This is an optimization exercise on Yosys and OpenROAD, whose aim is small area, a short achievable clock period and few clock cycles per item, not a production implementation.
Function was checked by simulation only, so behaviour that the tests miss may differ from the original.
The clock port is modelled as an ideal driver; clocking choices that lean on that would not hold on a real chip.

==> job 5598 <==
==> flow/design.v <==
module cas (divisor, dividend, quotient, cin, cout, remainder);
input wire divisor, dividend, quotient, cin;
output wire cout, remainder;
assign remainder = (quotient ^ divisor) ^ dividend ^ cin;
assign cout = ((quotient ^ divisor)&dividend) | ((quotient ^ divisor)&cin) | (cin&dividend);
endmodule
module Divider_row(ndivisor, p_in, bit_in, p_out, q_out);
input  [14:0] ndivisor;
input  [14:0] p_in;
input         bit_in;
output [14:0] p_out;
output        q_out;
wire [15:0] x  = {p_in, bit_in};
wire [15:0] nd = {1'b1, ndivisor};
wire [15:0] g0 = x & nd;
wire [15:0] p0 = x ^ nd;
wire [15:0] gl [0:4];
wire [15:0] pl [0:4];
assign gl[0] = {g0[15:1], g0[0] | p0[0]};
assign pl[0] = p0;
genvar l, i;
generate for (l = 0; l < 4; l = l + 1) begin : lvl
	for (i = 0; i < 16; i = i + 1) begin : b
		if ((i >> l) & 1) begin : comb
			localparam integer J = ((i >> (l + 1)) << (l + 1)) + (1 << l) - 1;
			assign gl[l+1][i] = gl[l][i] | (pl[l][i] & gl[l][J]);
			assign pl[l+1][i] = pl[l][i] & pl[l][J];
		end else begin : pass
			assign gl[l+1][i] = gl[l][i];
			assign pl[l+1][i] = pl[l][i];
		end
	end
end endgenerate
wire [16:0] c = {gl[4], 1'b1};
wire [15:0] s = p0 ^ c[15:0];
assign q_out = c[16];
assign p_out = q_out ? s[14:0] : x[14:0];
endmodule
module Divider_Modulo (clk , reset, mode, valid_in, divisor, dividend, result, valid_out);
input wire clk, reset, mode, valid_in;
input wire [31:0] dividend;
input wire [15:0] divisor;
output reg valid_out;
output wire [31:0] result;
localparam [16:0] CUT = 17'b0_0100_1001_0010_0100;
reg        v_in;
reg        m_in;
reg [31:0] dd_in;
reg [14:0] dv_in;    
always @(posedge clk or posedge reset)
	if (reset) v_in <= 1'b0;
	else       v_in <= valid_in;
always @(posedge clk) begin
	m_in  <= mode;
	dd_in <= dividend;
	dv_in <= ~divisor[14:0];
end
wire [14:0] p   [0:17];
wire [16:0] s   [0:17];
wire [14:0] d   [0:17];    
wire        m   [0:17];
wire        v   [0:17];
assign p[0] = dd_in[31:17];
assign s[0] = dd_in[16:0];
assign d[0] = dv_in;
assign m[0] = m_in;
assign v[0] = v_in;
genvar i;
generate for (i = 0; i < 17; i = i + 1) begin : row
	wire [14:0] p_n;
	wire        q_n;
	Divider_row r (
		.ndivisor (d[i]),
		.p_in    (p[i]),
		.bit_in  (s[i][16]),
		.p_out   (p_n),
		.q_out   (q_n)
	);
	if (CUT[i]) begin : cut
		reg [14:0] p_r;
		reg [16:0] s_r;
		reg [14:0] d_r;
		reg        m_r;
		reg        v_r;
		always @(posedge clk or posedge reset)
			if (reset) v_r <= 1'b0;
			else       v_r <= v[i];
		always @(posedge clk) begin
			p_r <= p_n;
			s_r <= {s[i][15:0], q_n};
			d_r <= d[i];
			m_r <= m[i];
		end
		assign p[i+1] = p_r;
		assign s[i+1] = s_r;
		assign d[i+1] = d_r;
		assign m[i+1] = m_r;
		assign v[i+1] = v_r;
	end else begin : nocut
		assign p[i+1] = p_n;
		assign s[i+1] = {s[i][15:0], q_n};
		assign d[i+1] = d[i];
		assign m[i+1] = m[i];
		assign v[i+1] = v[i];
	end
end endgenerate
reg [16:0] res_r;
always @(posedge clk or posedge reset)
	if (reset) valid_out <= 1'b0;
	else       valid_out <= v[17];
always @(posedge clk)
	res_r <= m[17] ? {2'b0, p[17]} : s[17];
assign result = {15'b0, res_r};
endmodule
==> flow/flow/run.sh <==
#!/bin/bash
# The standard layout (the standard.sh, with flow/config.mk's settings)
# with these changes:
#  - no full/half-adder cell extraction (ADDER_MAP_FILE empty), so ABC maps
#    the adders' logic freely;
#  - ports are buffered with buf_2 instead of the buffer buffer_ports picks;
#  - after placement repair, flow/size_crit.tcl upsizes gates on the worst
#    register-to-register path (before detailed placement legalizes them).
# Each step's full log is under orfs/logs/; make's own output goes to
# make_finish.log.
set -euo pipefail
export FLOW_SYNTH_TCL="$PWD/synth_recipe.tcl"
export MY_ABC_SCRIPT="$PWD/flow/abc_map.script"
export SIZE_MAX_MOVES=150
export SIZE_MIN_GAIN=0.005
export SIZE_WINDOW=0.3
export SIZE_PATHS=3
export SIZE_ENDPOINTS=300
bash standard.sh "SYNTH_SCRIPT=$PWD/flow/synth_wrap.tcl" "ADDER_MAP_FILE=" \
  "BUFFER_PORTS_ARGS=-buffer_cell sky130_fd_sc_hd__buf_2" \
  "POST_CTS_TCL=$PWD/flow/size_cts.tcl" finish > make_finish.log 2>&1
==> flow/flow/abc_map.script <==
strash
dch -f
amap
topo
buffer -c
upsize -D 4000
dnsize -D 4000
stime -p
==> flow/flow/size_cts.tcl <==
source $::env(PLATFORM_DIR)/setRC.tcl
set_propagated_clock [all_clocks]

proc sc_parse {cell} {
  if {[regexp {^(sky130_fd_sc_hd__[a-z0-9]+)_([0-9]+)$} $cell -> base size]} {
    return [list $base $size]
  }
  return {}
}

# next larger usable size of the same cell family, or ""
proc sc_next {base size} {
  set best ""
  set best_s 1000
  foreach lc [get_lib_cells -quiet */${base}_*] {
    if {[get_property $lc dont_use]} { continue }
    set n [get_name $lc]
    if {![regexp "^${base}_(\[0-9\]+)\$" $n -> s]} { continue }
    if {$s > $size && $s < $best_s} {
      set best $lc
      set best_s $s
    }
  }
  return $best
}

proc worst_paths {n} {
  return [find_timing_paths -path_delay max -sort_by_slack \
    -group_path_count $n -endpoint_path_count 1]
}

# summed shortfall below target t of the endpoints (a resized gate's nets
# lose their estimated parasitics, so estimate again first)
proc shortfall {t} {
  estimate_parasitics -placement
  set sum 0.0
  foreach pe [worst_paths $::env(SIZE_ENDPOINTS)] {
    set s [get_property $pe slack]
    if {$s >= $t} { break }
    set sum [expr {$sum + $t - $s}]
  }
  return $sum
}

set moves 0
estimate_parasitics -placement
puts "size_cts: start worst slack [get_property [lindex [worst_paths 1] 0] slack]"
while {$moves < $::env(SIZE_MAX_MOVES)} {
  estimate_parasitics -placement
  set worst [worst_paths $::env(SIZE_PATHS)]
  set t [expr {[get_property [lindex $worst 0] slack] + $::env(SIZE_WINDOW)}]
  # collect the gates first: resizing invalidates the path objects
  set insts {}
  foreach pe $worst {
    foreach pt [get_property $pe points] {
      set pin [get_property $pt pin]
      if {[get_property $pin direction] ne "output"} { continue }
      set inst [get_cells -quiet -of_objects $pin]
      if {[llength $inst] == 1 && [lsearch -exact $insts $inst] < 0} { lappend insts $inst }
    }
  }
  set base_cost [shortfall $t]
  set best_cost [expr {$base_cost - $::env(SIZE_MIN_GAIN)}]
  set best_inst ""
  set best_lc ""
  foreach inst $insts {
    set cell [get_property $inst ref_name]
    set bs [sc_parse $cell]
    if {$bs eq ""} { continue }
    lassign $bs base size
    if {[regexp {clkbuf|clkinv|conb} $base]} { continue }
    set lc [sc_next $base $size]
    if {$lc eq ""} { continue }
    set old [get_lib_cells */$cell]
    replace_cell $inst $lc
    set cost [shortfall $t]
    replace_cell $inst $old
    if {$cost < $best_cost} {
      set best_cost $cost
      set best_inst $inst
      set best_lc $lc
    }
  }
  if {$best_inst eq ""} { break }
  replace_cell $best_inst $best_lc
  incr moves
}
estimate_parasitics -placement
puts "size_cts: $moves moves, worst slack [get_property [lindex [worst_paths 1] 0] slack]"

# legalize the resized cells
detailed_placement
check_placement -verbose
estimate_parasitics -placement
puts "size_cts: after legalization, worst slack [get_property [lindex [worst_paths 1] 0] slack]"
==> flow/flow/synth_wrap.tcl <==
# The standard synthesis (synth_recipe.tcl, sourced unchanged), with one
# change: the ABC technology-mapping call runs flow/abc_map.script instead of
# ORFS's abc_speed.script. Everything else, including register naming,
# flattening and renaming, is the standard synthesis.
proc abc {args} {
  set i [lsearch -exact $args -script]
  if {$i >= 0} { set args [lreplace $args $i [expr {$i + 1}] -script $::env(MY_ABC_SCRIPT)] }
  yosys abc {*}$args
}
source $::env(FLOW_SYNTH_TCL)
==> flow/standard.sh <==
#!/bin/bash
# synth_recipe.tcl (not shown) runs the flow's synth.tcl, then flattens the netlist and writes it again
# the make line also repeats each setting of config.mk as NAME=value (left out here)
make -C /OpenROAD-flow-scripts/flow DESIGN_CONFIG=/design/flow/config.mk WORK_HOME=/design/flow/orfs CLKGATE_MAP_FILE= SYNTH_SCRIPT=/design/flow/synth_recipe.tcl "${@:-finish}"
==> flow/config.mk <==
export PLATFORM = sky130hd
export DESIGN_NAME = Divider_Modulo
export DESIGN_NICKNAME = Divider_Modulo
export VERILOG_FILES = /design/flow/design.v
export SDC_FILE = /design/flow/constraint.sdc
export NUM_CORES = 4
export LEC_CHECK = 0
export CAP_MARGIN = 20
export CORE_MARGIN = 2
export CORE_UTILIZATION = 40
export CTS_CLUSTER_DIAMETER = 100
export CTS_CLUSTER_SIZE = 25
export GPL_TIMING_DRIVEN = 0
export SLEW_MARGIN = 20
==> flow/constraint.sdc <==
create_clock -name core_clock -period 25.0 [get_ports {clk}]
set_input_delay 5.0000 -clock core_clock [delete_from_list [all_inputs] [get_ports {clk}]]
set_output_delay 5.0000 -clock core_clock [all_outputs]
set_load 0.01 [all_outputs]
==> job 3646 (differences from job 5598) <==
==> flow/flow/run.sh (replaced) <==
#!/bin/bash
# The standard layout (the standard.sh) with three changes:
#  - synthesis maps with flow/abc_map.script (see flow/synth_wrap.tcl);
#  - no full/half-adder cell extraction (ADDER_MAP_FILE empty), so ABC maps
#    the adders' logic freely;
#  - ports are buffered with a fixed buffer cell instead of the one
#    buffer_ports picks by default.
set -euo pipefail
export FLOW_SYNTH_TCL="$PWD/synth_recipe.tcl"
export MY_ABC_SCRIPT="$PWD/flow/abc_map.script"
bash standard.sh "SYNTH_SCRIPT=$PWD/flow/synth_wrap.tcl" "ADDER_MAP_FILE=" \
  "BUFFER_PORTS_ARGS=-buffer_cell sky130_fd_sc_hd__buf_2" finish > make_finish.log 2>&1
==> flow/flow/abc_map.script (replaced) <==
strash
dch -f
map -D 4000
topo
buffer -c
upsize -D 4000
dnsize -D 4000
stime -p
removed: flow/flow/size_cts.tcl
==> job 6030 (differences from job 5598) <==
--- a/flow/design.v
+++ b/flow/design.v
@@ -42,7 +42,7 @@
 input wire [15:0] divisor;
 output reg valid_out;
 output wire [31:0] result;
-localparam [16:0] CUT = 17'b0_0100_1001_0010_0100;
+localparam [16:0] CUT = 17'b0_1010_1010_1010_1010;
 reg        v_in;
 reg        m_in;
 reg [31:0] dd_in;
==> flow/flow/run.sh (replaced) <==
#!/bin/bash
# The standard layout (the standard.sh, unchanged synthesis and steps),
# with one change: ports are buffered with a fixed buffer cell instead of
# the one buffer_ports picks by default.
set -euo pipefail
bash standard.sh "BUFFER_PORTS_ARGS=-buffer_cell sky130_fd_sc_hd__buf_2" finish > make_finish.log 2>&1
--- a/flow/config.mk
+++ b/flow/config.mk
@@ -10,5 +10,5 @@
 export CORE_UTILIZATION = 40
 export CTS_CLUSTER_DIAMETER = 100
 export CTS_CLUSTER_SIZE = 25
-export GPL_TIMING_DRIVEN = 0
+export GPL_TIMING_DRIVEN = 1
 export SLEW_MARGIN = 20
removed: flow/flow/abc_map.script
removed: flow/flow/size_cts.tcl
removed: flow/flow/synth_wrap.tcl
==> results.txt <==
Core utilization, highest first: job 5598, job 3646, job 6030. Of job 5598 and job 6030, job 5598 has the higher via count (gap 21%, measured against job 6030). In job 3646 the die area is lower than in job 6030, by 11%. Of job 5598 and job 6030, job 6030 has the higher cell area (gap 19%, measured against job 6030). Fmax, highest first: job 3646, job 6030, job 5598. The highest sequential share of layout area belongs to job 6030, the lowest to job 3646. Global-route usage, highest first: job 5598, job 3646, job 6030. The lowest wire length belongs to job 6030, the highest to job 3646.
Testbench counts of job 5598, summed over its fixed seeds: cycles 16,048, items 16,000.
Testbench counts of job 3646, summed over its fixed seeds: cycles 16,048, items 16,000.
Testbench counts of job 6030, summed over its fixed seeds: cycles 16,072, items 16,000.

separate check: timing with driven ports:
In the flow no input, the clock included, has a driving cell. The finished layouts below were timed again as built, in two steps. Step 1, drivers: a clkbuf_16 drives clk and a buf_2 each remaining input, both assumed. Step 2 moves the port delays by t, midway between the first and last clock arrival at a register: inputs arrive t later, outputs are due t later. That takes back most of the time a late clock gives input paths. Slacks: no drivers / after step 1 / after step 2; pairs: no drivers / after step 1.
run	t (ns)	setup slack, ns	slew at the worst register clock pin (ns)	worst slew at a driven data input, ns	pins driven straight from the clock port
job 5598	0.587	18.276 / 18.276 / 18.276	0.11 / 0.11	0.05	1
job 3646	0.586	18.959 / 18.914 / 18.959	0.11 / 0.11	0.07	1
job 6030	0.638	18.921 / 18.864 / 19.030	0.10 / 0.10	0.03	1
After both steps setup and hold are still met in every run listed.
